Context: an optimization exercise on an open-source flow, tuned for small area. The choices shown serve that exercise and are no tape-out recipe. No run shown here included a check of the RTL's function; only the layout flow was run.

==> flow/design.v <==
module prbs(
            clk,
            rst,
            enable,
            valid,
            bit_out_r,
            bit_out_i
            );
    parameter SEED = 9'h1AA;
    parameter [8:0] MASK_I = 9'b111010101;
    output bit_out_r;
    output bit_out_i;
    input rst;
    input clk;
    input enable;
    input valid;
    reg [8:0] buffer;
    always @(posedge clk or negedge rst) begin
        if (!rst)
            buffer <= SEED;
        else if (enable & valid)
            buffer <= {buffer[0] ^ buffer[4], buffer[8:1]};
    end
    assign bit_out_r = buffer[0];
    assign bit_out_i = ^(buffer & MASK_I);
endmodule
module tx(
          clk,
          rst,
          enable,
          cs,
          started,
          tx_in,
          tx_out
          );
    input clk;
    input rst;
    input enable;
    input [1:0] cs;
    input started;
    input tx_in;
    output [7:0] tx_out;
    reg       pb;        
    reg [5:0] w;         
    always @(posedge clk or negedge rst) begin
        if (!rst) begin
            pb <= 1'b0;
            w <= 6'd0;
        end
        else if (enable) begin
            if (cs == 2'd3)
                pb <= tx_in;
            if (cs == 2'd0)
                w <= {w[4:0], pb};
        end
    end
    wire [1:0] c = cs - 2'd1;
    wire [1:0] s24 = w[2] + w[4];
    wire [1:0] s15 = w[1] + w[5];
    wire [1:0] s23 = w[2] + w[3];
    wire [1:0] s14 = w[1] + w[4];
    wire [1:0] s05 = w[0] + w[5];
    wire [6:0] g0, g2, go;
    tx_fe0 u_f0 (.w3 (w[3]), .s24 (s24), .s15 (s15), .f (g0));
    tx_fe2 u_f2 (.s23 (s23), .s14 (s14), .s05 (s05), .f (g2));
    tx_fo u_fo (.a (c[1] ? w[2] : w[3]), .b (c[1] ? w[3] : w[2]),
                .d (c[1] ? w[1] : w[4]), .e (c[1] ? w[5] : w[0]), .f (go));
    wire [7:0] sum = {c[0] ? go : (c[1] ? g2 : g0), c[0]};
    assign tx_out = started ? sum : 8'd0;
endmodule
module tx_fo(a, b, d, e, f);
    input a;
    input b;
    input d;
    input e;
    output reg [6:0] f;
    always @* begin
        case ({a, b, d, e})
            4'd0: f = 7'h62;
            4'd1: f = 7'h60;
            4'd2: f = 7'h57;
            4'd3: f = 7'h55;
            4'd4: f = 7'h6c;
            4'd5: f = 7'h6a;
            4'd6: f = 7'h61;
            4'd7: f = 7'h5f;
            4'd8: f = 7'h20;
            4'd9: f = 7'h1e;
            4'd10: f = 7'h15;
            4'd11: f = 7'h13;
            4'd12: f = 7'h2a;
            4'd13: f = 7'h28;
            4'd14: f = 7'h1f;
            4'd15: f = 7'h1d;
            default: f = 7'h00;
        endcase
    end
endmodule
module tx_fe0(w3, s24, s15, f);
    input w3;
    input [1:0] s24;
    input [1:0] s15;
    output reg [6:0] f;
    always @* begin
        case ({w3, s24, s15})
            5'd0: f = 7'h61;
            5'd1: f = 7'h63;
            5'd2: f = 7'h65;
            5'd4: f = 7'h5a;
            5'd5: f = 7'h5c;
            5'd6: f = 7'h5e;
            5'd8: f = 7'h53;
            5'd9: f = 7'h55;
            5'd10: f = 7'h57;
            5'd16: f = 7'h29;
            5'd17: f = 7'h2b;
            5'd18: f = 7'h2d;
            5'd20: f = 7'h22;
            5'd21: f = 7'h24;
            5'd22: f = 7'h26;
            5'd24: f = 7'h1b;
            5'd25: f = 7'h1d;
            5'd26: f = 7'h1f;
            default: f = 7'h00;
        endcase
    end
endmodule
module tx_fe2(s23, s14, s05, f);
    input [1:0] s23;
    input [1:0] s14;
    input [1:0] s05;
    output reg [6:0] f;
    always @* begin
        case ({s23, s14, s05})
            6'd0: f = 7'h61;
            6'd1: f = 7'h60;
            6'd2: f = 7'h5f;
            6'd4: f = 7'h5c;
            6'd5: f = 7'h5b;
            6'd6: f = 7'h5a;
            6'd8: f = 7'h57;
            6'd9: f = 7'h56;
            6'd10: f = 7'h55;
            6'd16: f = 7'h06;
            6'd17: f = 7'h05;
            6'd18: f = 7'h04;
            6'd20: f = 7'h01;
            6'd21: f = 7'h00;
            6'd22: f = 7'h7f;
            6'd24: f = 7'h7c;
            6'd25: f = 7'h7b;
            6'd26: f = 7'h7a;
            6'd32: f = 7'h2b;
            6'd33: f = 7'h2a;
            6'd34: f = 7'h29;
            6'd36: f = 7'h26;
            6'd37: f = 7'h25;
            6'd38: f = 7'h24;
            6'd40: f = 7'h21;
            6'd41: f = 7'h20;
            6'd42: f = 7'h1f;
            default: f = 7'h00;
        endcase
    end
endmodule
module rx(
          clk,
          rst,
          enable,
          rx_in,
          sample,
          rx_out,
          rx_bit_out
          );
    input clk;
    input rst;
    input enable;
    input signed [7:0] rx_in;
    input sample;        
    output reg [7:0] rx_out;
    output reg rx_bit_out;
    reg [8*24-1:0] xl;
    wire [7:0] u0 = {~xl[7], xl[6:0]};
    wire [7:0] u1 = {~xl[15], xl[14:8]};
    wire [7:0] u2 = {~xl[23], xl[22:16]};
    wire [7:0] u3 = {~xl[31], xl[30:24]};
    wire [7:0] u4 = {~xl[39], xl[38:32]};
    wire [7:0] u5 = {~xl[47], xl[46:40]};
    wire [7:0] u6 = {~xl[55], xl[54:48]};
    wire [7:0] u7 = {~xl[63], xl[62:56]};
    wire [7:0] u8 = {~xl[71], xl[70:64]};
    wire [7:0] u9 = {~xl[79], xl[78:72]};
    wire [7:0] u10 = {~xl[87], xl[86:80]};
    wire [7:0] u11 = {~xl[95], xl[94:88]};
    wire [7:0] u12 = {~xl[103], xl[102:96]};
    wire [7:0] u13 = {~xl[111], xl[110:104]};
    wire [7:0] u14 = {~xl[119], xl[118:112]};
    wire [7:0] u15 = {~xl[127], xl[126:120]};
    wire [7:0] u16 = {~xl[135], xl[134:128]};
    wire [7:0] u17 = {~xl[143], xl[142:136]};
    wire [7:0] u18 = {~xl[151], xl[150:144]};
    wire [7:0] u19 = {~xl[159], xl[158:152]};
    wire [7:0] u20 = {~xl[167], xl[166:160]};
    wire [7:0] u21 = {~xl[175], xl[174:168]};
    wire [7:0] u22 = {~xl[183], xl[182:176]};
    wire [7:0] u23 = {~xl[191], xl[190:184]};
    wire [8:0] p6 = u6 + u18;
    wire [8:0] p7 = u7 + u17;
    wire [8:0] p8 = u8 + u16;
    wire [8:0] p9 = u9 + u15;
    wire [8:0] p10 = u10 + u14;
    wire [8:0] p11 = u11 + u13;
    wire s1, c2;
    rx_fa u_s1 (.a(1'b1), .b(~u22[0]), .c(~u2[0]), .s(s1), .co(c2));
    wire s3, c4;
    rx_fa u_s3 (.a(s1), .b(p10[0]), .c(p7[0]), .s(s3), .co(c4));
    wire s5, c6;
    rx_fa u_s5 (.a(p8[0]), .b(~p6[0]), .c(s3), .s(s5), .co(c6));
    wire s7, c8;
    rx_fa u_s7 (.a(u20[0]), .b(u4[0]), .c(~u1[0]), .s(s7), .co(c8));
    wire s9, c10;
    rx_fa u_s9 (.a(~u22[1]), .b(~u23[0]), .c(~u2[1]), .s(s9), .co(c10));
    wire s11, c12;
    rx_fa u_s11 (.a(c2), .b(s7), .c(s9), .s(s11), .co(c12));
    wire s13, c14;
    rx_fa u_s13 (.a(s11), .b(p10[1]), .c(p7[1]), .s(s13), .co(c14));
    wire s15, c16;
    rx_fa u_s15 (.a(p8[1]), .b(p9[0]), .c(~p11[0]), .s(s15), .co(c16));
    wire s17, c18;
    rx_fa u_s17 (.a(~p6[1]), .b(c4), .c(s13), .s(s17), .co(c18));
    wire s19, c20;
    rx_fa u_s19 (.a(s15), .b(c6), .c(s17), .s(s19), .co(c20));
    wire s21, c22;
    rx_fa u_s21 (.a(1'b1), .b(u20[1]), .c(u4[1]), .s(s21), .co(c22));
    wire s23, c24;
    rx_fa u_s23 (.a(~u1[1]), .b(~u22[2]), .c(~u23[1]), .s(s23), .co(c24));
    wire s25, c26;
    rx_fa u_s25 (.a(~u2[2]), .b(c10), .c(c8), .s(s25), .co(c26));
    wire s27, c28;
    rx_fa u_s27 (.a(s21), .b(s23), .c(c12), .s(s27), .co(c28));
    wire s29, c30;
    rx_fa u_s29 (.a(s25), .b(p10[0]), .c(p10[2]), .s(s29), .co(c30));
    wire s31, c32;
    rx_fa u_s31 (.a(p7[0]), .b(p7[2]), .c(p8[2]), .s(s31), .co(c32));
    wire s33, c34;
    rx_fa u_s33 (.a(p9[1]), .b(~p11[1]), .c(~p6[0]), .s(s33), .co(c34));
    wire s35, c36;
    rx_fa u_s35 (.a(~p6[2]), .b(s27), .c(c14), .s(s35), .co(c36));
    wire s37, c38;
    rx_fa u_s37 (.a(c16), .b(s29), .c(s31), .s(s37), .co(c38));
    wire s39, c40;
    rx_fa u_s39 (.a(s33), .b(c18), .c(s35), .s(s39), .co(c40));
    wire s41, c42;
    rx_fa u_s41 (.a(s37), .b(c20), .c(s39), .s(s41), .co(c42));
    wire s43, c44;
    rx_fa u_s43 (.a(u12[0]), .b(u20[2]), .c(u4[2]), .s(s43), .co(c44));
    wire s45, c46;
    rx_fa u_s45 (.a(~u1[2]), .b(~u22[3]), .c(~u23[2]), .s(s45), .co(c46));
    wire s47, c48;
    rx_fa u_s47 (.a(~u2[3]), .b(c22), .c(c24), .s(s47), .co(c48));
    wire s49, c50;
    rx_fa u_s49 (.a(s43), .b(s45), .c(c26), .s(s49), .co(c50));
    wire s51, c52;
    rx_fa u_s51 (.a(s47), .b(p10[1]), .c(p10[3]), .s(s51), .co(c52));
    wire s53, c54;
    rx_fa u_s53 (.a(p7[1]), .b(p7[3]), .c(p8[3]), .s(s53), .co(c54));
    wire s55, c56;
    rx_fa u_s55 (.a(p9[0]), .b(p9[2]), .c(~p11[2]), .s(s55), .co(c56));
    wire s57, c58;
    rx_fa u_s57 (.a(~p6[1]), .b(~p6[3]), .c(~p8[0]), .s(s57), .co(c58));
    wire s59, c60;
    rx_fa u_s59 (.a(c28), .b(s49), .c(c30), .s(s59), .co(c60));
    wire s61, c62;
    rx_fa u_s61 (.a(c32), .b(c34), .c(s51), .s(s61), .co(c62));
    wire s63, c64;
    rx_fa u_s63 (.a(s53), .b(s55), .c(s57), .s(s63), .co(c64));
    wire s65, c66;
    rx_fa u_s65 (.a(c36), .b(c38), .c(s59), .s(s65), .co(c66));
    wire s67, c68;
    rx_fa u_s67 (.a(s61), .b(s63), .c(c40), .s(s67), .co(c68));
    wire s69, c70;
    rx_fa u_s69 (.a(s65), .b(c42), .c(s67), .s(s69), .co(c70));
    wire s71, c72;
    rx_fa u_s71 (.a(u12[1]), .b(u20[3]), .c(u4[3]), .s(s71), .co(c72));
    wire s73, c74;
    rx_fa u_s73 (.a(~u1[3]), .b(~u22[4]), .c(~u23[3]), .s(s73), .co(c74));
    wire s75, c76;
    rx_fa u_s75 (.a(~u2[4]), .b(c44), .c(c46), .s(s75), .co(c76));
    wire s77, c78;
    rx_fa u_s77 (.a(s71), .b(s73), .c(c48), .s(s77), .co(c78));
    wire s79, c80;
    rx_fa u_s79 (.a(s75), .b(p10[2]), .c(p10[4]), .s(s79), .co(c80));
    wire s81, c82;
    rx_fa u_s81 (.a(p7[2]), .b(p7[4]), .c(p8[4]), .s(s81), .co(c82));
    wire s83, c84;
    rx_fa u_s83 (.a(p9[1]), .b(p9[3]), .c(~p11[3]), .s(s83), .co(c84));
    wire s85, c86;
    rx_fa u_s85 (.a(~p6[2]), .b(~p6[4]), .c(~p7[0]), .s(s85), .co(c86));
    wire s87, c88;
    rx_fa u_s87 (.a(~p8[1]), .b(c50), .c(s77), .s(s87), .co(c88));
    wire s89, c90;
    rx_fa u_s89 (.a(c52), .b(c54), .c(c56), .s(s89), .co(c90));
    wire s91, c92;
    rx_fa u_s91 (.a(c58), .b(s79), .c(s81), .s(s91), .co(c92));
    wire s93, c94;
    rx_fa u_s93 (.a(s83), .b(s85), .c(s87), .s(s93), .co(c94));
    wire s95, c96;
    rx_fa u_s95 (.a(c60), .b(c62), .c(c64), .s(s95), .co(c96));
    wire s97, c98;
    rx_fa u_s97 (.a(s89), .b(s91), .c(s93), .s(s97), .co(c98));
    wire s99, c100;
    rx_fa u_s99 (.a(c66), .b(s95), .c(s97), .s(s99), .co(c100));
    wire s101, c102;
    rx_fa u_s101 (.a(c68), .b(s99), .c(c70), .s(s101), .co(c102));
    wire s103, c104;
    rx_fa u_s103 (.a(1'b1), .b(u12[2]), .c(u20[4]), .s(s103), .co(c104));
    wire s105, c106;
    rx_fa u_s105 (.a(u4[4]), .b(~u1[4]), .c(~u22[5]), .s(s105), .co(c106));
    wire s107, c108;
    rx_fa u_s107 (.a(~u23[4]), .b(~u2[5]), .c(c72), .s(s107), .co(c108));
    wire s109, c110;
    rx_fa u_s109 (.a(c74), .b(s103), .c(s105), .s(s109), .co(c110));
    wire s111, c112;
    rx_fa u_s111 (.a(c76), .b(s107), .c(s109), .s(s111), .co(c112));
    wire s113, c114;
    rx_fa u_s113 (.a(p10[0]), .b(p10[3]), .c(p10[5]), .s(s113), .co(c114));
    wire s115, c116;
    rx_fa u_s115 (.a(p7[3]), .b(p7[5]), .c(p8[5]), .s(s115), .co(c116));
    wire s117, c118;
    rx_fa u_s117 (.a(p9[2]), .b(p9[4]), .c(~p11[4]), .s(s117), .co(c118));
    wire s119, c120;
    rx_fa u_s119 (.a(~p6[3]), .b(~p6[5]), .c(~p7[1]), .s(s119), .co(c120));
    wire s121, c122;
    rx_fa u_s121 (.a(~p8[2]), .b(c78), .c(s111), .s(s121), .co(c122));
    wire s123, c124;
    rx_fa u_s123 (.a(c80), .b(c82), .c(c84), .s(s123), .co(c124));
    wire s125, c126;
    rx_fa u_s125 (.a(c86), .b(s113), .c(s115), .s(s125), .co(c126));
    wire s127, c128;
    rx_fa u_s127 (.a(s117), .b(s119), .c(c88), .s(s127), .co(c128));
    wire s129, c130;
    rx_fa u_s129 (.a(s121), .b(c90), .c(c92), .s(s129), .co(c130));
    wire s131, c132;
    rx_fa u_s131 (.a(s123), .b(s125), .c(c94), .s(s131), .co(c132));
    wire s133, c134;
    rx_fa u_s133 (.a(s127), .b(c96), .c(s129), .s(s133), .co(c134));
    wire s135, c136;
    rx_fa u_s135 (.a(c98), .b(s131), .c(s133), .s(s135), .co(c136));
    wire s137, c138;
    rx_fa u_s137 (.a(c100), .b(s135), .c(c102), .s(s137), .co(c138));
    wire s139, c140;
    rx_fa u_s139 (.a(u12[0]), .b(u12[3]), .c(u20[5]), .s(s139), .co(c140));
    wire s141, c142;
    rx_fa u_s141 (.a(u4[5]), .b(~u1[5]), .c(~u22[6]), .s(s141), .co(c142));
    wire s143, c144;
    rx_fa u_s143 (.a(~u23[5]), .b(~u2[6]), .c(c104), .s(s143), .co(c144));
    wire s145, c146;
    rx_fa u_s145 (.a(c106), .b(s139), .c(s141), .s(s145), .co(c146));
    wire s147, c148;
    rx_fa u_s147 (.a(c108), .b(s143), .c(c110), .s(s147), .co(c148));
    wire s149, c150;
    rx_fa u_s149 (.a(s145), .b(p10[1]), .c(p10[4]), .s(s149), .co(c150));
    wire s151, c152;
    rx_fa u_s151 (.a(p10[6]), .b(p11[0]), .c(p7[4]), .s(s151), .co(c152));
    wire s153, c154;
    rx_fa u_s153 (.a(p7[6]), .b(p8[6]), .c(p9[3]), .s(s153), .co(c154));
    wire s155, c156;
    rx_fa u_s155 (.a(p9[5]), .b(~p11[5]), .c(~p6[4]), .s(s155), .co(c156));
    wire s157, c158;
    rx_fa u_s157 (.a(~p6[6]), .b(~p7[2]), .c(~p8[3]), .s(s157), .co(c158));
    wire s159, c160;
    rx_fa u_s159 (.a(c112), .b(s147), .c(c114), .s(s159), .co(c160));
    wire s161, c162;
    rx_fa u_s161 (.a(c116), .b(c118), .c(c120), .s(s161), .co(c162));
    wire s163, c164;
    rx_fa u_s163 (.a(s149), .b(s151), .c(s153), .s(s163), .co(c164));
    wire s165, c166;
    rx_fa u_s165 (.a(s155), .b(s157), .c(c122), .s(s165), .co(c166));
    wire s167, c168;
    rx_fa u_s167 (.a(c124), .b(c126), .c(s159), .s(s167), .co(c168));
    wire s169, c170;
    rx_fa u_s169 (.a(s161), .b(s163), .c(c128), .s(s169), .co(c170));
    wire s171, c172;
    rx_fa u_s171 (.a(s165), .b(c130), .c(s167), .s(s171), .co(c172));
    wire s173, c174;
    rx_fa u_s173 (.a(c132), .b(s169), .c(c134), .s(s173), .co(c174));
    wire s175, c176;
    rx_fa u_s175 (.a(s171), .b(c136), .c(s173), .s(s175), .co(c176));
    wire s177, c178;
    rx_fa u_s177 (.a(u12[1]), .b(u12[4]), .c(u20[6]), .s(s177), .co(c178));
    wire s179, c180;
    rx_fa u_s179 (.a(u4[6]), .b(~u1[6]), .c(~u22[7]), .s(s179), .co(c180));
    wire s181, c182;
    rx_fa u_s181 (.a(~u23[6]), .b(~u2[7]), .c(c140), .s(s181), .co(c182));
    wire s183, c184;
    rx_fa u_s183 (.a(c142), .b(s177), .c(s179), .s(s183), .co(c184));
    wire s185, c186;
    rx_fa u_s185 (.a(c144), .b(s181), .c(c146), .s(s185), .co(c186));
    wire s187, c188;
    rx_fa u_s187 (.a(s183), .b(p10[2]), .c(p10[5]), .s(s187), .co(c188));
    wire s189, c190;
    rx_fa u_s189 (.a(p10[7]), .b(p11[1]), .c(p7[5]), .s(s189), .co(c190));
    wire s191, c192;
    rx_fa u_s191 (.a(p7[7]), .b(p8[7]), .c(p9[4]), .s(s191), .co(c192));
    wire s193, c194;
    rx_fa u_s193 (.a(p9[6]), .b(~p11[6]), .c(~p6[5]), .s(s193), .co(c194));
    wire s195, c196;
    rx_fa u_s195 (.a(~p6[7]), .b(~p7[3]), .c(~p8[4]), .s(s195), .co(c196));
    wire s197, c198;
    rx_fa u_s197 (.a(c148), .b(s185), .c(c150), .s(s197), .co(c198));
    wire s199, c200;
    rx_fa u_s199 (.a(c152), .b(c154), .c(c156), .s(s199), .co(c200));
    wire s201, c202;
    rx_fa u_s201 (.a(c158), .b(s187), .c(s189), .s(s201), .co(c202));
    wire s203, c204;
    rx_fa u_s203 (.a(s191), .b(s193), .c(s195), .s(s203), .co(c204));
    wire s205, c206;
    rx_fa u_s205 (.a(c160), .b(c162), .c(c164), .s(s205), .co(c206));
    wire s207, c208;
    rx_fa u_s207 (.a(s197), .b(s199), .c(s201), .s(s207), .co(c208));
    wire s209, c210;
    rx_fa u_s209 (.a(s203), .b(c166), .c(c168), .s(s209), .co(c210));
    wire s211, c212;
    rx_fa u_s211 (.a(s205), .b(s207), .c(c170), .s(s211), .co(c212));
    wire s213, c214;
    rx_fa u_s213 (.a(c172), .b(s209), .c(s211), .s(s213), .co(c214));
    wire s215, c216;
    rx_fa u_s215 (.a(c174), .b(s213), .c(c176), .s(s215), .co(c216));
    wire s217, c218;
    rx_fa u_s217 (.a(1'b1), .b(u12[2]), .c(u12[5]), .s(s217), .co(c218));
    wire s219, c220;
    rx_fa u_s219 (.a(u20[7]), .b(u4[7]), .c(~u1[7]), .s(s219), .co(c220));
    wire s221, c222;
    rx_fa u_s221 (.a(~u23[7]), .b(c178), .c(c180), .s(s221), .co(c222));
    wire s223, c224;
    rx_fa u_s223 (.a(s217), .b(s219), .c(c182), .s(s223), .co(c224));
    wire s225, c226;
    rx_fa u_s225 (.a(c184), .b(s221), .c(p10[3]), .s(s225), .co(c226));
    wire s227, c228;
    rx_fa u_s227 (.a(p10[6]), .b(p10[8]), .c(p11[2]), .s(s227), .co(c228));
    wire s229, c230;
    rx_fa u_s229 (.a(p7[6]), .b(p7[8]), .c(p8[8]), .s(s229), .co(c230));
    wire s231, c232;
    rx_fa u_s231 (.a(p9[5]), .b(p9[7]), .c(~p11[7]), .s(s231), .co(c232));
    wire s233, c234;
    rx_fa u_s233 (.a(~p6[6]), .b(~p6[8]), .c(~p7[4]), .s(s233), .co(c234));
    wire s235, c236;
    rx_fa u_s235 (.a(~p8[5]), .b(s223), .c(c186), .s(s235), .co(c236));
    wire s237, c238;
    rx_fa u_s237 (.a(c188), .b(c190), .c(c192), .s(s237), .co(c238));
    wire s239, c240;
    rx_fa u_s239 (.a(c194), .b(c196), .c(s225), .s(s239), .co(c240));
    wire s241, c242;
    rx_fa u_s241 (.a(s227), .b(s229), .c(s231), .s(s241), .co(c242));
    wire s243, c244;
    rx_fa u_s243 (.a(s233), .b(s235), .c(c198), .s(s243), .co(c244));
    wire s245, c246;
    rx_fa u_s245 (.a(c200), .b(c202), .c(s237), .s(s245), .co(c246));
    wire s247, c248;
    rx_fa u_s247 (.a(c204), .b(s239), .c(s241), .s(s247), .co(c248));
    wire s249, c250;
    rx_fa u_s249 (.a(s243), .b(c206), .c(c208), .s(s249), .co(c250));
    wire s251, c252;
    rx_fa u_s251 (.a(s245), .b(s247), .c(c210), .s(s251), .co(c252));
    wire s253, c254;
    rx_fa u_s253 (.a(s249), .b(c212), .c(s251), .s(s253), .co(c254));
    wire s255, c256;
    rx_fa u_s255 (.a(c214), .b(s253), .c(c216), .s(s255), .co(c256));
    wire s257, c258;
    rx_fa u_s257 (.a(1'b1), .b(u12[3]), .c(u12[6]), .s(s257), .co(c258));
    wire s259, c260;
    rx_fa u_s259 (.a(c218), .b(c220), .c(s257), .s(s259), .co(c260));
    wire s261, c262;
    rx_fa u_s261 (.a(c222), .b(s259), .c(p10[4]), .s(s261), .co(c262));
    wire s263, c264;
    rx_fa u_s263 (.a(p10[7]), .b(p11[3]), .c(p7[7]), .s(s263), .co(c264));
    wire s265, c266;
    rx_fa u_s265 (.a(p9[6]), .b(p9[8]), .c(~p11[8]), .s(s265), .co(c266));
    wire s267, c268;
    rx_fa u_s267 (.a(~p6[7]), .b(~p7[5]), .c(~p8[6]), .s(s267), .co(c268));
    wire s269, c270;
    rx_fa u_s269 (.a(c224), .b(c226), .c(c228), .s(s269), .co(c270));
    wire s271, c272;
    rx_fa u_s271 (.a(c230), .b(c232), .c(c234), .s(s271), .co(c272));
    wire s273, c274;
    rx_fa u_s273 (.a(s261), .b(s263), .c(s265), .s(s273), .co(c274));
    wire s275, c276;
    rx_fa u_s275 (.a(s267), .b(c236), .c(c238), .s(s275), .co(c276));
    wire s277, c278;
    rx_fa u_s277 (.a(c240), .b(s269), .c(c242), .s(s277), .co(c278));
    wire s279, c280;
    rx_fa u_s279 (.a(s271), .b(s273), .c(c244), .s(s279), .co(c280));
    wire s281, c282;
    rx_fa u_s281 (.a(s275), .b(c246), .c(c248), .s(s281), .co(c282));
    wire s283, c284;
    rx_fa u_s283 (.a(s277), .b(s279), .c(c250), .s(s283), .co(c284));
    wire s285, c286;
    rx_fa u_s285 (.a(s281), .b(c252), .c(s283), .s(s285), .co(c286));
    wire s287, c288;
    rx_fa u_s287 (.a(c254), .b(s285), .c(c256), .s(s287), .co(c288));
    wire s289, c290;
    rx_fa u_s289 (.a(u12[4]), .b(u12[7]), .c(c258), .s(s289), .co(c290));
    wire s291, c292;
    rx_fa u_s291 (.a(c260), .b(s289), .c(p10[5]), .s(s291), .co(c292));
    wire s293, c294;
    rx_fa u_s293 (.a(p10[8]), .b(p11[4]), .c(p7[8]), .s(s293), .co(c294));
    wire s295, c296;
    rx_fa u_s295 (.a(p9[7]), .b(~p6[8]), .c(~p7[6]), .s(s295), .co(c296));
    wire s297, c298;
    rx_fa u_s297 (.a(~p8[7]), .b(c262), .c(c264), .s(s297), .co(c298));
    wire s299, c300;
    rx_fa u_s299 (.a(c266), .b(c268), .c(s291), .s(s299), .co(c300));
    wire s301, c302;
    rx_fa u_s301 (.a(s293), .b(s295), .c(c270), .s(s301), .co(c302));
    wire s303, c304;
    rx_fa u_s303 (.a(c272), .b(s297), .c(c274), .s(s303), .co(c304));
    wire s305, c306;
    rx_fa u_s305 (.a(s299), .b(c276), .c(s301), .s(s305), .co(c306));
    wire s307, c308;
    rx_fa u_s307 (.a(c278), .b(s303), .c(c280), .s(s307), .co(c308));
    wire s309, c310;
    rx_fa u_s309 (.a(s305), .b(c282), .c(s307), .s(s309), .co(c310));
    wire s311, c312;
    rx_fa u_s311 (.a(c284), .b(s309), .c(c286), .s(s311), .co(c312));
    wire s313, c314;
    rx_fa u_s313 (.a(u12[5]), .b(c290), .c(p10[6]), .s(s313), .co(c314));
    wire s315, c316;
    rx_fa u_s315 (.a(p11[5]), .b(p9[8]), .c(~p7[7]), .s(s315), .co(c316));
    wire s317, c318;
    rx_fa u_s317 (.a(~p8[8]), .b(c292), .c(c294), .s(s317), .co(c318));
    wire s319, c320;
    rx_fa u_s319 (.a(c296), .b(s313), .c(s315), .s(s319), .co(c320));
    wire s321, c322;
    rx_fa u_s321 (.a(c298), .b(c300), .c(s317), .s(s321), .co(c322));
    wire s323, c324;
    rx_fa u_s323 (.a(s319), .b(c302), .c(c304), .s(s323), .co(c324));
    wire s325, c326;
    rx_fa u_s325 (.a(s321), .b(c306), .c(s323), .s(s325), .co(c326));
    wire s327, c328;
    rx_fa u_s327 (.a(c308), .b(s325), .c(c310), .s(s327), .co(c328));
    wire s329, c330;
    rx_fa u_s329 (.a(u12[6]), .b(p10[7]), .c(p11[6]), .s(s329), .co(c330));
    wire s331, c332;
    rx_fa u_s331 (.a(~p7[8]), .b(c314), .c(c316), .s(s331), .co(c332));
    wire s333, c334;
    rx_fa u_s333 (.a(s329), .b(c318), .c(c320), .s(s333), .co(c334));
    wire s335, c336;
    rx_fa u_s335 (.a(s331), .b(c322), .c(s333), .s(s335), .co(c336));
    wire s337, c338;
    rx_fa u_s337 (.a(c324), .b(s335), .c(c326), .s(s337), .co(c338));
    wire s339, c340;
    rx_fa u_s339 (.a(u12[7]), .b(p10[8]), .c(p11[7]), .s(s339), .co(c340));
    wire s341, c342;
    rx_fa u_s341 (.a(c330), .b(s339), .c(c332), .s(s341), .co(c342));
    wire s343, c344;
    rx_fa u_s343 (.a(c334), .b(s341), .c(c336), .s(s343), .co(c344));
    wire s345, c346;
    rx_fa u_s345 (.a(1'b1), .b(p11[8]), .c(c340), .s(s345), .co(c346));
    wire s347, c348;
    rx_fa u_s347 (.a(s345), .b(c342), .c(c344), .s(s347), .co(c348));
    wire [15:0] ra = {c346, s347, c338, c328, c312, c288, s287, s255, s215, c138, s137, s101, s69, s41, s19, s5};
    wire [15:0] rb = {c348, 1'b0, s343, s337, s327, s311, 1'b0, 1'b0, 1'b0, s175, 1'b0, 1'b0, 1'b0, 1'b0, 1'b0, 1'b0};
    wire [15:0] s = ra + rb;
    wire sat = (s[15:14] != {2{s[15]}});
    wire [7:0] sat_out = sat ? (s[15] ? 8'h80 : 8'h7f) : s[14:7];
    always @(posedge clk or negedge rst) begin
        if (!rst) begin
            xl <= {8*24{1'b0}};
            rx_out <= 8'd0;
            rx_bit_out <= 1'b0;
        end
        else if (enable) begin
            xl <= {xl[8*23-1:0], rx_in};
            rx_out <= sat_out;
            if (sample)
                rx_bit_out <= ~s[15];
        end
    end
endmodule
module rx_fa(a, b, c, s, co);
    input a, b, c;
    output s, co;
    assign s = a ^ b ^ c;
    assign co = (a & b) | (a & c) | (b & c);
endmodule
module rx_ha(a, b, s, co);
    input a, b;
    output s, co;
    assign s = a ^ b;
    assign co = a & b;
endmodule
module ber(
           clk,
           rst,
           enable,
           valid,
           t,
           sx_r,
           dx_r,
           sx_i,
           dx_i,
           error_count_r,
           error_count_i,
           bit_count
           );
    parameter SEQ_LEN = 1022;
    parameter R = 32;                   
    localparam AW = $clog2(SEQ_LEN);    
    localparam RB = $clog2(R);          
    localparam CB = RB - 2;             
    localparam NC = 1 << CB;
    localparam NG = 1 << (AW - CB - RB);
    localparam NR = NG * NC;            
    input clk;
    input rst;
    input enable;
    input valid;
    input [RB-1:0] t;       
    input sx_r;
    input dx_r;
    input sx_i;
    input dx_i;
    output [63:0] error_count_r;
    output [63:0] error_count_i;
    output [63:0] bit_count;
    reg [AW-1:0] counter;
    reg [AW-1:0] shift;
    reg [AW-1:0] wl;
    reg adapt;
    wire step = enable & valid;
    localparam integer NAD = SEQ_LEN * (SEQ_LEN + 1) + 1;
    localparam [AW-1:0] WL0 = (1 << AW) - (NAD % (1 << AW));
    reg [63-AW:0] bc_hi;
    wire [63-AW:0] bc_hi_inc;
    ber_inc #(.W (64 - AW)) inc_bc (.q (bc_hi), .inc (step & ~adapt & (&wl)), .d (bc_hi_inc));
    assign bit_count = {bc_hi, adapt ? {AW{1'b0}} : wl};
    wire counter_full = (counter == SEQ_LEN);
    wire end_adapt = (shift == SEQ_LEN);
    wire adapt_next = adapt & ~end_adapt;
    wire [AW-1:0] shift_next = shift + (adapt & counter_full);
    wire [AW-1:0] wl_next = wl + 1'b1;
    always @(posedge clk or negedge rst) begin
        if (!rst)
            bc_hi <= {64-AW{1'b0}};
        else
            bc_hi <= bc_hi_inc;
    end
    always @(posedge clk or negedge rst) begin
        if (!rst) begin
            counter <= {AW{1'b0}};
            shift <= {AW{1'b0}};
            wl <= WL0;
            adapt <= 1'b1;
        end
        else if (step) begin
            wl <= wl_next;
            if (adapt) begin
                if (!counter_full)
                    counter <= counter + 1'b1;
                else begin
                    counter <= {AW{1'b0}};
                    shift <= shift + 1'b1;
                end
                if (end_adapt)
                    adapt <= 1'b0;
            end
        end
    end
    wire [AW-CB-1:0] blk0 = wl[AW-1:CB];
    wire [AW-CB-1:0] blk1 = wl[AW-1:CB] - 1'b1;
    wire pass0 = (blk0[RB-1:0] == ~t);
    wire pass1 = (blk1[RB-1:0] == ~t);
    wire [NR-1:0] we;
    genvar gg, cc_;
    generate
        for (gg = 0; gg < NG; gg = gg + 1) begin : g_we_g
            for (cc_ = 0; cc_ < NC; cc_ = cc_ + 1) begin : g_we_c
                wire older = (cc_ > wl[CB-1:0]);
                assign we[gg*NC + cc_] = older ? (pass1 & (blk1[AW-CB-1:RB] == gg))
                                               : (pass0 & (blk0[AW-CB-1:RB] == gg));
            end
        end
    endgenerate
    ber_lane #(.SEQ_LEN(SEQ_LEN), .R(R)) lane_r (
        .clk (clk), .rst (rst), .step (step), .t (t), .adapt (adapt),
        .shift (shift), .counter_full (counter_full), .end_adapt (end_adapt),
        .wl_next (wl_next), .adapt_next (adapt_next), .shift_next (shift_next),
        .wl (wl), .we (we), .sx (sx_r), .dx (dx_r), .error_count (error_count_r));
    ber_lane #(.SEQ_LEN(SEQ_LEN), .R(R)) lane_i (
        .clk (clk), .rst (rst), .step (step), .t (t), .adapt (adapt),
        .shift (shift), .counter_full (counter_full), .end_adapt (end_adapt),
        .wl_next (wl_next), .adapt_next (adapt_next), .shift_next (shift_next),
        .wl (wl), .we (we), .sx (sx_i), .dx (dx_i), .error_count (error_count_i));
endmodule
module ber_lane(
                clk,
                rst,
                step,
                t,
                adapt,
                shift,
                counter_full,
                end_adapt,
                wl_next,
                adapt_next,
                shift_next,
                wl,
                we,
                sx,
                dx,
                error_count
                );
    parameter SEQ_LEN = 1022;
    parameter R = 32;
    localparam AW = $clog2(SEQ_LEN);
    localparam RB = $clog2(R);
    localparam CB = RB - 2;
    localparam NC = 1 << CB;
    localparam NG = 1 << (AW - CB - RB);
    localparam NR = NG * NC;
    input clk;
    input rst;
    input step;
    input [RB-1:0] t;
    input adapt;
    input [AW-1:0] shift;
    input counter_full;
    input end_adapt;
    input [AW-1:0] wl_next;
    input adapt_next;
    input [AW-1:0] shift_next;
    input [AW-1:0] wl;
    input [NR-1:0] we;
    input sx;
    input dx;
    output reg [63:0] error_count;
    reg [R*NR-1:0] q;
    reg [NC-1:0] wd;
    reg rd;
    reg [AW-1:0] min_error_count;
    reg [AW-1:0] min_shift;
    integer i;
    always @(posedge clk) begin
        for (i = 0; i < NR; i = i + 1)
            q[R*i +: R] <= {q[R*i +: R-1], we[i] ? wd[i % NC] : q[R*i+R-1]};
    end
    wire [AW-1:0] s = adapt ? shift : min_shift;
    wire [AW-1:0] s_next = adapt_next ? shift_next : min_shift;
    reg [AW-1:0] a;
    always @(posedge clk) begin
        if (step)
            a <= wl_next - s_next;
    end
    wire [CB-1:0] ac = a[CB-1:0];
    wire [RB-1:0] am = a[CB+RB-1:CB];
    wire [AW-CB-RB-1:0] ag = a[AW-1:CB+RB];
    wire [RB-1:0] pos = am + t;                
    wire rpass = (pos[1:0] == 2'b11);          
    localparam NP = R / 4;
    wire [NR*NP-1:0] rq;
    genvar k, j;
    generate
        for (k = 0; k < NR; k = k + 1) begin : g_rq
            for (j = 0; j < NP; j = j + 1) begin : g_rqj
                assign rq[k*NP + j] = q[R*k + 4*j + 3];
            end
        end
    endgenerate
    wire rq_sel;
    ber_sel #(.N (NR*NP)) sel_rq (.d (rq), .s ({ag, ac, pos[RB-1:2]}), .y (rq_sel));
    always @(posedge clk) begin
        if (rpass)
            rd <= rq_sel;
    end
    wire bit_d = (s < NC) ? wd[wl[CB-1:0] - s[CB-1:0]] : (rpass ? rq_sel : rd);
    wire e = bit_d ^ dx;
    wire [AW-1:0] ec_lo = error_count[AW-1:0];
    wire clr = step & adapt & (counter_full | end_adapt);
    wire inc = step & e & ~(adapt & counter_full);
    wire [63:0] ec_inc;
    ber_inc #(.W (64)) inc_ec (.q (error_count), .inc (inc), .d (ec_inc));
    always @(posedge clk or negedge rst) begin
        if (!rst)
            error_count <= 64'd0;
        else begin
            error_count[AW-1:0] <= clr ? {AW{1'b0}} : ec_inc[AW-1:0];
            error_count[63:AW] <= ec_inc[63:AW];
        end
    end
    wire [AW-1:0] wn = wl + 1'b1;
    always @(posedge clk or negedge rst) begin
        if (!rst) begin
            wd <= {NC{1'b0}};
            min_error_count <= {AW{1'b1}};
            min_shift <= {AW{1'b0}};
        end
        else if (step) begin
            wd[wn[CB-1:0]] <= sx;
            if (adapt & counter_full & (ec_lo < min_error_count)) begin
                min_error_count <= ec_lo;
                min_shift <= shift;
            end
        end
    end
endmodule
module ber_inc(q, inc, d);
    parameter W = 64;
    localparam NB = (W + 7) / 8;
    input [W-1:0] q;
    input inc;
    output [W-1:0] d;
    wire [8*NB-1:0] qx = {{8*NB-W{1'b0}}, q};
    wire [8*NB-1:0] dx;
    wire [NB-1:0] all1;      
    wire [NB:0] below;       
    wire [8*NB:0] c;
    assign below[0] = 1'b1;
    genvar b, i;
    generate
        for (b = 0; b < NB; b = b + 1) begin : g_blk
            assign all1[b] = &qx[8*b +: 8];
            assign below[b+1] = below[b] & all1[b];
            assign c[8*b] = inc & below[b];
            for (i = 0; i < 8; i = i + 1) begin : g_bit
                assign dx[8*b+i] = qx[8*b+i] ^ c[8*b+i];
                if (i < 7) begin : g_c
                    assign c[8*b+i+1] = c[8*b+i] & qx[8*b+i];
                end
            end
        end
    endgenerate
    assign d = dx[W-1:0];
endmodule
module ber_sel(d, s, y);
    parameter N = 256;
    localparam SB = $clog2(N);
    input [N-1:0] d;
    input [SB-1:0] s;
    output y;
    generate
        if (N == 4) begin : g_leaf4
            ber_mux4 m (.d (d), .s (s), .y (y));
        end
        else if (N == 2) begin : g_leaf2
            assign y = s[0] ? d[1] : d[0];
        end
        else begin : g_node
            wire [3:0] part;
            genvar i;
            for (i = 0; i < 4; i = i + 1) begin : g_part
                ber_sel #(.N (N / 4)) sub (.d (d[i*(N/4) +: N/4]), .s (s[SB-3:0]), .y (part[i]));
            end
            ber_mux4 m (.d (part), .s (s[SB-1:SB-2]), .y (y));
        end
    endgenerate
endmodule
module ber_mux4(d, s, y);
    input [3:0] d;
    input [1:0] s;
    output y;
    assign y = s[1] ? (s[0] ? d[3] : d[2]) : (s[0] ? d[1] : d[0]);
endmodule
module dsp(
           rst,
           clk,
           i_enable_tx,
           i_enable_rx,
           i_enable_ber,
           i_phase,
           o_error_count_r,
           o_error_count_i,
           o_bit_count_r,
           o_bit_count_i,
           o_tx,
           o_rx,
           o_led
           );
    input rst;
    input clk;
    input i_enable_tx;
    input i_enable_rx;
    input i_enable_ber;
    input [1:0] i_phase;
    output [63:0] o_error_count_r;
    output [63:0] o_error_count_i;
    output [63:0] o_bit_count_r;
    output [63:0] o_bit_count_i;
    output [15:0] o_tx;
    output [15:0] o_rx;
    output [3:0] o_led;
    wire prbs_out_r;
    wire [7:0] tx_out_r;
    wire [7:0] rx_out_r;
    wire rx_bit_out_r;
    wire prbs_out_i;
    wire [7:0] tx_out_i;
    wire [7:0] rx_out_i;
    wire rx_bit_out_i;
    wire [63:0] bit_count;
    reg [4:0] clk_counter;      
    reg [1:0] phase;
    reg ber_rst;
    reg enable_tx;
    reg enable_rx;
    reg [1:0] tx_cs;        
    reg tx_started;         
    reg [1:0] rx_cc;        
    wire valid = (clk_counter[1:0] == 2'd1);
    assign o_led[0] = enable_tx;
    assign o_led[1] = enable_rx;
    assign o_led[2] = 1'b0;
    assign o_led[3] = ~((|o_error_count_r) | (|o_error_count_i));
    assign o_tx = {tx_out_r, tx_out_i};
    assign o_rx = {rx_out_r, rx_out_i};
    assign o_bit_count_r = bit_count;
    assign o_bit_count_i = bit_count;
    always @(posedge clk or negedge rst) begin
        if (!rst) begin
            clk_counter <= 5'd0;
            phase <= 2'd0;
            ber_rst <= 1'b0;
            enable_tx <= 1'b0;
            enable_rx <= 1'b0;
            tx_cs <= 2'd0;
            tx_started <= 1'b0;
            rx_cc <= 2'd0;
        end
        else begin
            clk_counter <= clk_counter + 5'd1;
            phase <= i_phase;
            enable_tx <= i_enable_tx;
            enable_rx <= i_enable_rx;
            ber_rst <= !((i_phase != phase) || (!enable_rx && i_enable_rx));
            if (enable_tx) begin
                tx_cs <= tx_cs + 2'd1;
                tx_started <= 1'b1;
            end
            if (enable_rx)
                rx_cc <= rx_cc + 2'd1;
        end
    end
    prbs #(.SEED (9'h1AA), .MASK_I (9'b111010101)) prbs0 (
        .clk (clk), .rst (rst), .enable (enable_tx), .valid (valid),
        .bit_out_r (prbs_out_r), .bit_out_i (prbs_out_i));
    tx tx_r (
        .clk (clk), .rst (rst), .enable (enable_tx), .cs (tx_cs), .started (tx_started), .tx_in (prbs_out_r),
        .tx_out (tx_out_r));
    tx tx_i (
        .clk (clk), .rst (rst), .enable (enable_tx), .cs (tx_cs), .started (tx_started), .tx_in (prbs_out_i),
        .tx_out (tx_out_i));
    rx rx_r (
        .clk (clk), .rst (rst), .enable (enable_rx), .rx_in (tx_out_r),
        .sample (rx_cc == phase), .rx_out (rx_out_r), .rx_bit_out (rx_bit_out_r));
    rx rx_i (
        .clk (clk), .rst (rst), .enable (enable_rx), .rx_in (tx_out_i),
        .sample (rx_cc == phase), .rx_out (rx_out_i), .rx_bit_out (rx_bit_out_i));
    ber ber0 (
        .clk (clk), .rst (ber_rst), .enable (i_enable_ber), .valid (valid),
        .t (clk_counter),
        .sx_r (prbs_out_r), .dx_r (rx_bit_out_r),
        .sx_i (prbs_out_i), .dx_i (rx_bit_out_i),
        .error_count_r (o_error_count_r), .error_count_i (o_error_count_i),
        .bit_count (bit_count));
endmodule
==> flow/run.sh <==
#!/bin/bash
# synth_recipe.tcl (not shown) runs the flow's synth.tcl, then flattens the netlist and writes it again
# the make line also repeats each setting of config.mk as NAME=value (left out here)
make -C /OpenROAD-flow-scripts/flow DESIGN_CONFIG=/design/flow/config.mk WORK_HOME=/design/flow/orfs CLKGATE_MAP_FILE= SYNTH_SCRIPT=/design/flow/synth_recipe.tcl finish
==> flow/config.mk <==
export PLATFORM = sky130hd
export DESIGN_NAME = dsp
export DESIGN_NICKNAME = dsp
export VERILOG_FILES = /design/flow/design.v
export SDC_FILE = /design/flow/constraint.sdc
export NUM_CORES = 4
export LEC_CHECK = 0
export CAP_MARGIN = 20
export CORE_MARGIN = 2
export CORE_UTILIZATION = 55
export CTS_BUF_LIST = sky130_fd_sc_hd__clkbuf_8
export CTS_CLUSTER_DIAMETER = 40
export CTS_CLUSTER_SIZE = 16
export SLEW_MARGIN = 20
export SYNTH_HIERARCHICAL = 1
==> flow/constraint.sdc <==
create_clock -name core_clock -period 8.0 [get_ports {clk}]
set_input_delay 1.6000 -clock core_clock [delete_from_list [all_inputs] [get_ports {clk}]]
set_output_delay 1.6000 -clock core_clock [all_outputs]
set_load 0.01 [all_outputs]
==> run notes, run 1 <==
Max Buffers Root-to-Sink = 4
Total CTS buffers = 336
Routed length on met1 = 86,600 µm
Post-synth top area cell = dfxtp_1
R2R Setup Slk = 0.44 ns
Worst min-delay path category = reg2async
Area share of the largest cell type after synthesis = 0.440
Crit-path slowest cell = fa_1
Asr flop ratio synth = 0.255
Reg-to-reg startpoint = rx_i.xl[80]
Post-synthesis cell count = 6,283
# H-tree levels = 5
Starting Density = 0.552
Post-CTS Resized = 0
DP Area = 98,300 µm²
Crit. End Element = flip-flop
Max-cap violations = 0
Final worst-path cycle share = 0.945
WL/cell = 19.6 µm
R2r endpoint = rx_i.rx_out[0]
Setup total negative slack = 0 ns
Initial DRC Count = 2,605
Cell chain of the critical path = ha_1 > fa_1 > a21o_1 > a21oi_1 > o21bai_1 > a21oi_1 > xnor2_1 > fa_1 > fa_1 > fa_1 > fa_1 > fa_1 > fa_1 > fa_1 > fa_1 > ha_1 > nand3_2 > o21ai_0 > o2111ai_1 > xor2_1 > o211ai_1 > o221a_2
Routed Antenna Nets = 0
Yosys warnings = 15
Setup bufs post-CTS = 0
Area of the core = 169,000 µm²
Setup Skew = 0.0985 ns
# DRC = 0
R2R cell count = 22
Dpl cells = 8,635
Initial antenna violation count = 6
Final std cell area, no fill = 106,000 µm²
Buf/Inv on CP = 0
Fmax = 132 MHz
Final WL = 181,000 µm
Maximum number of pins on one net before global-route repair = 207
Final Hold Vio Count = 0
Die Ht = 416 µm
Top FF cell, synth = dfxtp_1
Clock transition at path regs = 0.09 ns
Met3 WL post-DR = 8460 µm
Hold WS = 0.219 ns
Vias per cell = 5.21
Total track usage = 0.213
Hold buffers post-CTS = 0
Clk root buf = clkbuf_8
Remaining global-route overflow = 0
CP required = 8.92 ns
First-pass GRT wire length = 287,000 µm
Vias = 48,000
Area Growth Syn to Fin = 13.5%
GPL Wtd Cong = 0.866
TritonCTS clock tree = done
Site Rows = 151
RSZ-0062 raised after global routing = no
Met2 wire len = 80,300 µm
Synth area leaders = dfxtp_1, dfrtp_1, fa_1
Max stage delay on crit path = 0.56 ns
Port Buf Inserts = 297
# clock sinks = 2,779
Worst Setup Start Kind = flip-flop
CP Max Fanout = 3
Sequential area share after synthesis = 0.638
Max Used Layer = met4
Non-filler cells, final = 9,221
CP arrival = 8.48 ns
Min Tclk post-route = 7.56 ns
Synth Register Bits = 2,779
Final net count = 7,505
Fin. max-slew vios = 0
Cell family with most CP delay = adder cells
Worst slew margin = 0.299
Slew @ Worst Pin = 1.05 ns
Num ports = 299
Die Area = 173,000 µm²
HPWL after DPL = 126,000 µm
Distinct cells, synth = 99
Status = complete, no violations
Post-synthesis cell area = 93,200 µm²
Pre-antenna DRT Iters = 7
# fillers = 13,000
Vias in the first global route = 49,800
Layout cells sized above 1 = 0.186
Syn_area_per_cell = 14.8 µm²
Worst path most repeated cell = fa_1
Clock latency (worst-skew pair) = 1.04 ns
Setup violations, final = 0
CP Class = reg2reg
Number of flops mapped to enable cells by yosys = 20
Die width = 416 µm
[state kept, by name, indices dropped and copies added, names as in the netlist, 5 cells and up]
signal	cells
ber0.wl	10
ber0.lane_r.error_count	64
clk_counter	5
ber0.bc_hi	54
ber0.shift	10
ber0.counter	10
ber0.lane_r.min_shift	10
ber0.lane_i.error_count	64
ber0.lane_r.min_error_count	10
ber0.lane_r.wd	8
rx_i.xl	192
ber0.lane_r.q	1024
rx_i.rx_out	8
rx_r.rx_out	8
ber0.lane_i.min_shift	10
rx_r.xl	192
tx_i.w	6
prbs0.buffer	9
ber0.lane_i.wd	8
ber0.lane_r.a	10
ber0.lane_i.a	10
tx_r.w	6
ber0.lane_i.q	1024
ber0.lane_i.min_error_count	10
[cells by family after synthesis]
family          Yosys count  share of synthesized area
fa+ha+maj               743                      0.129
flops                  2779                      0.638
mux                     637                     0.0972
compound gates          539                     0.0392
buf+inv                 437                     0.0228
other cells               3                   0.000121
xor+xnor                228                     0.0218
simple gates            917                     0.0518
[worst max path at each step]
stage	slack (ns)	cells past startpoint	endpoint	start
6_report	0.44	22	rx_i.rx_out[0]	rx_i.xl[80]
4_1_cts	0.39	22	rx_i.rx_out[0]	rx_i.xl[80]
2_1_floorplan	0.23	23	ber0.lane_i.error_count[39]	clk_counter[0]
3_3_place_gp	0.54	22	rx_r.rx_out[0]	rx_r.xl[80]
5_1_grt	0.03	22	rx_i.rx_out[0]	rx_i.xl[80]
3_5_place_dp	0.41	22	rx_i.rx_out[4]	rx_i.xl[80]
[metrics by stage]
step	utilization	setup WS, ns
finish	0.626	0.440
global route	0.626	0.0275
CTS	0.626	0.388
detailed placement	0.582	0.413
global placement	0.582	0.539
floorplan	-	0.225
[area by class of cell]
type                    count  area [µm²]  area share
flip-flops and latches   2779       59400       0.562
multi-input cells        3077       31800       0.301
clock buffers             365        5020      0.0475
repair buffers            349        3490      0.0330
well taps                2218        2780      0.0262
clock inverters           217        2420      0.0229
inverters                 212         796     0.00753
diodes                      4        10.0   0.0000947
[modules after synthesis, one instance, submodules excluded, a selection]
| module | times used | cell area (µm²) | cells | flops+latches |
|---|---|---|---|---|
| rx | 2 | 9740 | 821 | 201 |
| ber | 1 | 3950 | 354 | 85 |
| dsp | 1 | 1330 | 150 | 15 |
| tx | 2 | 573 | 53 | 7 |
| tx_fe2 | 2 | 474 | 64 | 0 |
| tx_fe0 | 2 | 150 | 21 | 0 |
| rx_fa | 348 | 20.0 | 1 | 0 |
[worst register-to-register path, cell delays in order, from the launching register on]
cell and delay [ns]:
dfrtp_1 0.39, ha_1 0.26, fa_1 0.47, a21o_1 0.18, a21oi_1 0.32, o21bai_1 0.10, a21oi_1 0.23, xnor2_1 0.32
fa_1 0.52, fa_1 0.42, fa_1 0.47, fa_1 0.57, fa_1 0.44, fa_1 0.42, fa_1 0.41, fa_1 0.39
ha_1 0.35, nand3_2 0.12, o21ai_0 0.19, o2111ai_1 0.21, xor2_1 0.19, o211ai_1 0.29, o221a_2 0.25
[synth_stat cells (14+ instances only)]
cell       instances
a21o_1            50
a21oi_1           90
and2_1            36
and3_1            27
and4_1            15
buf_1             18
buf_2             30
buf_4             83
buf_6             18
clkbuf_1          76
dfrtp_1          674
dfstp_2           35
dfxtp_1         2050
edfxtp_1          20
fa_1             366
ha_1             377
inv_1            209
mux2_2           398
mux2i_1           61
mux4_2           174
nand2_1          227
nand2b_1          26
nand3_1          155
nand4_1           92
nor2_1           131
nor2b_1           41
nor3_1            43
nor4_1            46
o2111ai_1         42
o211ai_1          14
o21a_1            19
o21ai_0          161
o311a_1           18
o31ai_1           17
xnor2_1          124
xor2_1           100
[metal layers]
metal / vias up / global-route usage
met2: 992 / 0.320
met1: 24000 / 0.311
met4: 0 / 0.0743
li1: 22600 / -
met3: 373 / 0.0436
met5: - / 0
[cells in the final DEF, fill, tap and decap left out, drive strengths merged, types with 44 or more instances in the layout]
cell type      instances
clkbuf               365
dfrtp                674
mux4                 174
nand2                231
inv                  302
a21o                  50
mux2                 400
buf                   53
nand3                157
nand4                 92
xor2                 102
dfxtp               2050
nor3                  44
ha                   377
nor2                 133
nor4                  55
xnor2                125
clkdlybuf4s50        296
o21ai                174
a21oi                 92
mux2i                 63
fa                   366
clkinv                54
==> run 2, diff against run 1 <==
==> flow/flow/run.sh (new file) <==
#!/bin/bash
# Layout: the standard ORFS flow (standard.sh), with two changes to how
# the layout is built: the clock tree uses sink clusters of up to 24
# flip-flops and no dummy loads, and the port buffers are the smallest
# buffer cell.  Every tool's output stays in orfs/logs; make's own output
# goes to flow_make.log in this folder.
set -euo pipefail
export CTS_ARGS="-sink_clustering_enable -repair_clock_nets -sink_clustering_size 24 -sink_clustering_max_diameter 50 -buf_list {sky130_fd_sc_hd__clkbuf_16 sky130_fd_sc_hd__clkbuf_8} -dont_use_dummy_load"
export BUFFER_PORTS_ARGS="-buffer_cell sky130_fd_sc_hd__buf_1"
bash standard.sh > flow_make.log 2>&1
==> flow/standard.sh (new file) <==
#!/bin/bash
# synth_recipe.tcl (not shown) runs the flow's synth.tcl, then flattens the netlist and writes it again
# the make line also repeats each setting of config.mk as NAME=value (left out here)
make -C /OpenROAD-flow-scripts/flow DESIGN_CONFIG=/design/flow/config.mk WORK_HOME=/design/flow/orfs CLKGATE_MAP_FILE= SYNTH_SCRIPT=/design/flow/synth_recipe.tcl "${@:-finish}"
--- a/flow/config.mk
+++ b/flow/config.mk
@@ -10,5 +10,2 @@
 export CORE_UTILIZATION = 55
-export CTS_BUF_LIST = sky130_fd_sc_hd__clkbuf_8
-export CTS_CLUSTER_DIAMETER = 40
-export CTS_CLUSTER_SIZE = 16
 export SLEW_MARGIN = 20
removed: flow/run.sh
==> run notes, run 2 <==
R2R Setup Slk = 0.47 ns (+0.03 ns)
R2R cell count = 22 (unchanged)
Site Rows = 151 (unchanged)
Clock transition at path regs = 0.09 ns (about the same)
# DRC = 0 (unchanged)
Num ports = 299 (unchanged)
Reg area = 59,400 µm² (unchanged)
HPWL after DPL = 125,000 µm (-0.57%)
Die Ht = 416 µm (unchanged)
Final worst-path cycle share = 0.941 (-0.00396)
Commonest non-fill, non-tap cell in the layout = dfxtp_1
Multi-input logic area = 31,800 µm² (about the same)
Non-filler cells, final = 8,832 (-4.2%)
Max-cap violations = 0 (unchanged)
Total CTS buffers = 194 (-42%)
Commonest cells post-synth = dfxtp_1, dfrtp_1, mux2_2
Vias = 46,800 (-2.7%)
Post-synth top area cell = dfxtp_1
CP startpoint = rx_r.xl[80]
RSZ-0062 raised after global routing = no
Worst slew margin = 0.296 (-0.00305)
Clk root buf = clkbuf_16
Number of flops mapped to enable cells by yosys = 20 (unchanged)
Starting Density = 0.552 (unchanged)
Routed Antenna Nets = 0 (unchanged)
Setup violations, final = 0 (unchanged)
Port Buf Inserts = 297 (unchanged)
Synth Register Bits = 2,779 (unchanged)
Setup Skew = 0.0940 ns (-0.00458 ns)
Fin. max-slew vios = 0 (unchanged)
# clock sinks = 2,779 (unchanged)
Worst min-delay path category = reg2async
Area Growth Syn to Fin = 8.72%
Dpl cells = 8,637 (+0.023%)
Die width = 416 µm (unchanged)
Most frequent cell after synthesis = dfxtp_1
Slew @ Worst Pin = 1.05 ns (-0.00184 ns)
Final Hold Vio Count = 0 (unchanged)
Total track usage = 0.208 (-0.00581)
CP Max Fanout = 4 (+1)
Min Tclk post-route = 7.53 ns (-0.0317 ns)
Setup bufs post-CTS = 0 (unchanged)
Top FF cell, synth = dfxtp_1
Hold buffers post-CTS = 0 (unchanged)
Ant. Diodes = 0 (-4)
Vias in the first global route = 47,900 (-3.7%)
CP arrival = 8.21 ns (-0.27 ns)
Synth area leaders = dfxtp_1, dfrtp_1, fa_1
Remaining global-route overflow = 0 (unchanged)
Initial DRC Count = 2,937 (+13%)
Asr flop ratio synth = 0.255 (unchanged)
GPL Wtd Cong = 0.872 (+0.65%)
Commonest cells after routing, fill and taps aside = dfxtp_1, dfrtp_1, mux2_2
Post-synthesis cell count = 6,283 (unchanged)
CP required = 8.68 ns (-0.24 ns)
Worst Setup Start Kind = flip-flop
Worst Setup EP = rx_r.rx_out[6]
Final WL = 176,000 µm (-3.0%)
# fillers = 13,300 (+2.6%)
Maximum number of pins on one net before global-route repair = 167 (-19%)
Largest registers = ber0.lane_i.q: 1024 flops, ber0.lane_r.q: 1024 flops
Die Area = 173,000 µm² (unchanged)
First-pass GRT wire length = 280,000 µm (-2.5%)
Vias per cell = 5.29 (+1.6%)
Area of the core = 169,000 µm² (unchanged)
Pre-antenna DRT Iters = 5 (-2)
WL/cell = 19.9 µm (+1.3%)
R2r endpoint = rx_r.rx_out[6]
Setup total negative slack = 0 ns (unchanged)
Reg-to-reg startpoint = rx_r.xl[80]
Distinct cells, synth = 99 (unchanged)
TritonCTS clock tree = done
# H-tree levels = 4 (-1)
Post-synthesis cell area = 93,200 µm² (unchanged)
Post-CTS Resized = 0 (unchanged)
Sequential area share after synthesis = 0.638 (unchanged)
Max Buffers Root-to-Sink = 3 (-1)
CP Class = reg2reg
Layout cells sized above 1 = 0.142 (-0.0441)
Status = complete, no violations
Final net count = 7,366 (-1.9%)
Yosys warnings = 15 (unchanged)
Syn_area_per_cell = 14.8 µm² (unchanged)
Area share of the largest cell type after synthesis = 0.440 (unchanged)
Clock latency (worst-skew pair) = 0.83 ns (-0.21 ns)
Initial antenna violation count = 5 (-1)
Fmax = 133 MHz (+0.42%)
Crit. End Element = flip-flop
[run 2: worst min path at each step]
stage | from | endpoint | cells past startpoint
5_1_grt | ber_rst | ber0.lane_i.wd[2] | 0
2_1_floorplan | ber0.lane_i.q[1000] | ber0.lane_i.q[1001] | 0
3_5_place_dp | ber_rst | ber0.lane_i.wd[6] | 0
4_1_cts | ber_rst | ber0.lane_i.wd[6] | 0
3_3_place_gp | ber_rst | ber0.lane_i.wd[2] | 0
6_report | ber_rst | ber0.lane_i.wd[2] | 0
[run 2: per-stage QoR]
stage / setup slack (ns) / area, µm² / utilization / hold slack [ns]
CTS: 0.428 / 101000 / 0.600 / 0.231
detailed placement: 0.464 / 96400 / 0.571 / 0.283
global route: 0.0441 / 101000 / 0.600 / 0.235
finish: 0.472 / 101000 / 0.600 / 0.209
floorplan: 0.225 / 93300 / - / 0.310
global placement: 0.551 / 96400 / 0.571 / 0.280
[run 2: cell type report]
type                    instances  share of cell area
flip-flops and latches       2779               0.587
multi-input cells            3077               0.314
clock buffers                 194              0.0479
well taps                    2218              0.0274
repair buffers                352              0.0162
inverters                     212             0.00785
[run 2: worst max-delay path, cell delays in order (launching register included)]
cell and delay, ns:
dfrtp_1 0.39, ha_1 0.24, fa_1 0.46, a21o_1 0.20, a21oi_1 0.23, o21bai_1 0.09
a21oi_1 0.25, xnor2_1 0.34, fa_1 0.53, fa_1 0.43, fa_1 0.48, fa_1 0.57
fa_1 0.44, fa_1 0.42, fa_1 0.40, fa_1 0.37, ha_1 0.36, nand4_1 0.14
a21o_1 0.22, and2_4 0.16, a211o_1 0.22, a211o_1 0.29, a31oi_1 0.18
[run 2: routing by layer]
layer  vias up  share of wire  global-route usage
met4         0          0.021              0.0493
met3       247          0.038              0.0332
met5         -              0                   0
met2       797           0.45               0.319
met1     23600           0.49               0.310
li1      22100              -                   -
[run 2: Yosys stat by module, one instance, submodules excluded, excerpt]
module | cells | flops+latches
tx_fo | 30 | 0
dsp | 150 | 15
tx | 53 | 7
ber_mux4 | 1 | 0
rx_fa | 1 | 0
tx_fe0 | 21 | 0
tx_fe2 | 64 | 0
ber | 354 | 85
rx | 821 | 201
[run 2: cell families (layout without fill, tap and decap cells)]
family / after synthesis / after routing / synth area share
compound gates: 539 / 539 / 0.0392
xor+xnor: 228 / 228 / 0.0218
fa+ha+maj: 743 / 743 / 0.129
buf+inv: 437 / 758 / 0.0228
flops: 2779 / 2779 / 0.638
mux: 637 / 637 / 0.0972
other cells: 3 / 13 / 0.000121
simple gates: 917 / 917 / 0.0518
==> run 3, diff against run 2 <==
==> flow/flow/run.sh (replaced) <==
#!/bin/bash
# Layout: the standard ORFS flow (standard.sh), with two changes to how
# the layout is built: the clock tree uses sink clusters of up to 30
# flip-flops and no dummy loads, and the port buffers are the smallest
# buffer cell.  Every tool's output stays in orfs/logs; make's own output
# goes to flow_make.log in this folder.
set -euo pipefail
export CTS_ARGS="-sink_clustering_enable -repair_clock_nets -sink_clustering_size 30 -sink_clustering_max_diameter 50 -buf_list {sky130_fd_sc_hd__clkbuf_16 sky130_fd_sc_hd__clkbuf_8} -dont_use_dummy_load"
export BUFFER_PORTS_ARGS="-buffer_cell sky130_fd_sc_hd__buf_1"
bash standard.sh > flow_make.log 2>&1
==> run notes, run 3 <==
Status = complete, no violations
Max-cap violations = 0 (unchanged)
Area of the core = 169,000 µm² (unchanged)
R2R cell count = 22 (unchanged)
Remaining global-route overflow = 0 (unchanged)
Commonest cells post-synth = dfxtp_1, dfrtp_1, mux2_2
Vias in the first global route = 47,800 (-0.22%)
Vias per cell = 5.28 (-0.27%)
Final worst-path cycle share = 0.942 (about the same)
Fmax = 133 MHz (about the same)
Min Tclk post-route = 7.53 ns (+0.00487 ns)
Worst min-delay path category = reg2async
Setup violations, final = 0 (unchanged)
Yosys warnings = 15 (unchanged)
Routed Antenna Nets = 0 (unchanged)
# DRC = 0 (unchanged)
Synth area leaders = dfxtp_1, dfrtp_1, fa_1
RSZ-0062 raised after global routing = no
CP Max Fanout = 3 (-1)
CP Class = reg2reg
Syn_area_per_cell = 14.8 µm² (unchanged)
Maximum number of pins on one net before global-route repair = 167 (unchanged)
Top FF cell, synth = dfxtp_1
Area share of the largest cell type after synthesis = 0.440 (unchanged)
# fillers = 13,300 (+0.030%)
Largest registers = ber0.lane_i.q: 1024 flops, ber0.lane_r.q: 1024 flops
CP arrival = 8.19 ns (-0.02 ns)
Reg area = 59,400 µm² (unchanged)
Post-synthesis cell area = 93,200 µm² (unchanged)
Area Growth Syn to Fin = 8.58%
Post-layout util = 0.599 (-0.000785)
Post-synth top area cell = dfxtp_1
Crit-path slowest cell = fa_1
Ant. Diodes = 0 (unchanged)
GPL Wtd Cong = 0.872 (unchanged)
Clock transition at path regs = 0.10 ns (about the same)
Total CTS buffers = 189 (-2.6%)
TritonCTS clock tree = done
Die Area = 173,000 µm² (unchanged)
Sequential area share after synthesis = 0.638 (unchanged)
Vias = 46,600 (-0.34%)
Setup ws final = 0.467 ns (-0.00487 ns)
# H-tree levels = 4 (unchanged)
Synth Register Bits = 2,779 (unchanged)
Commonest cells after routing, fill and taps aside = dfxtp_1, dfrtp_1, mux2_2
Hold buffers post-CTS = 0 (unchanged)
CP required = 8.65 ns (-0.03 ns)
Worst Setup Start Kind = flip-flop
Initial DRC Count = 2,890 (-1.6%)
Pre-CTS setup slack = 0.464 ns (unchanged)
Worst slew margin = 0.259 (-0.0368)
WL/cell = 19.9 µm (about the same)
Max Buffers Root-to-Sink = 3 (unchanged)
Final WL = 175,000 µm (about the same)
Max stage delay on crit path = 0.56 ns (about the same)
# clock sinks = 2,779 (unchanged)
Num ports = 299 (unchanged)
Setup Skew = 0.101 ns (+0.00699 ns)
Clock latency (worst-skew pair) = 0.85 ns (+0.02 ns)
Initial antenna violation count = 5 (unchanged)
Setup bufs post-CTS = 0 (unchanged)
Number of flops mapped to enable cells by yosys = 20 (unchanged)
Most frequent cell after synthesis = dfxtp_1
Post-CTS Resized = 0 (unchanged)
==> run 3: final timing paths <==
path	startpoint	to	slack, ns
worst min register to register	ber_rst	ber0.lane_i.wd[4]	0.18
min in group core_clock	ber0.lane_i.q[738]	ber0.lane_i.q[739]	0.24
worst max-delay path	rx_i.xl[80]	rx_i.rx_out[5]	0.47
max in group asynchronous	rst	rx_i.xl[78]	5.46
worst min-delay path	ber_rst	ber0.lane_i.wd[4]	0.18
worst max register to register	rx_i.xl[80]	rx_i.rx_out[5]	0.47
==> run 3: worst max-delay path, delay by kind of cell, from the launching register on <==
family,cells,cell delay (ns)
AO/OA/AOI/OAI,8,1.67
adder cells (fa/ha/maj),11,4.69
AND/OR/NAND/NOR,1,0.11
XOR/XNOR,2,0.52
flip-flops,1,0.39
==> run 3: metal layers <==
layer  track usage  up-vias  part of all wire
li1              -    22100                 -
met3        0.0334      238             0.039
met1         0.309    23500              0.49
met4        0.0486        0             0.021
met2         0.320      787              0.45
met5             0        -                 0
==> run 3: cell type report <==
class | count | share of cell area
multi-input combinational | 3077 | 0.314
clock buffer | 189 | 0.0467
inverter | 212 | 0.00787
tap | 2218 | 0.0274
sequential | 2779 | 0.587
timing repair buffer | 351 | 0.0162
==> run 3: cell families (layout without fill, tap and decap cells) <==
| group | after synthesis | after routing | share of synthesized area |
|---|---|---|---|
| DFF | 2779 | 2779 | 0.638 |
| and+or+nand+nor | 917 | 917 | 0.0518 |
| adders and majority gates | 743 | 743 | 0.129 |
| muxes | 637 | 637 | 0.0972 |
| AOI/OAI and AO/OA | 539 | 539 | 0.0392 |
| buffers and inverters | 437 | 752 | 0.0228 |
| xor gates and xnor gates | 228 | 228 | 0.0218 |
| other | 3 | 13 | 0.000121 |
==> run 3: Yosys stat by module (local to each module, per instance), a selection <==
| module | times used | cells inside | cell area, µm² | flops+latches |
|---|---|---|---|---|
| ber | 1 | 354 | 3950 | 85 |
| ber_mux4 | 170 | 1 | 22.5 | 0 |
| dsp | 1 | 150 | 1330 | 15 |
| rx | 2 | 821 | 9740 | 201 |
| rx_fa | 348 | 1 | 20.0 | 0 |
| tx | 2 | 53 | 573 | 7 |
| tx_fe0 | 2 | 21 | 150 | 0 |
| tx_fe2 | 2 | 64 | 474 | 0 |
| tx_fo | 2 | 30 | 221 | 0 |
==> run 3: stage by stage <==
step / area, µm² / cells
6_report: 101000 / 8826
3_5_place_dp: 96400 / 8637
2_1_floorplan: 93300 / 6293
3_3_place_gp: 96400 / 8636
4_1_cts: 101000 / 8826
5_1_grt: 101000 / 8826

[afterwards: timing with drivers on the ports]
The results above use ideal ports. As a check the final layouts listed here were re-extracted and re-timed, cells and wires unchanged. Step 1 sets driving cells, clkbuf_16 on the clock port and buf_2 on the other inputs (assumed; they add their load-dependent delay and slew). Step 2 adds t to the input delays and takes it off the output delays; t is the mean of the earliest and latest rising clock arrival at the registers after step 1. Input paths then give back, and output paths get back, about the clock's delay inside the block. a / b / c = no drivers / after step 1 / after step 2; a / b = the first two.
run | t (ns) | setup slack, ns | worst hold slack (ns) | worst register clock-pin slew, ns
run 1 | 1.067 | 0.440 / 0.440 / 0.440 | 0.219 / 0.219 / 0.219 | 0.10 / 0.10
run 2 | 0.866 | 0.472 / 0.472 / 0.472 | 0.209 / 0.209 / 0.209 | 0.09 / 0.09
run 3 | 0.872 | 0.467 / 0.467 / 0.467 | 0.180 / 0.180 / 0.180 | 0.11 / 0.11
After both steps every run listed still meets setup and hold.
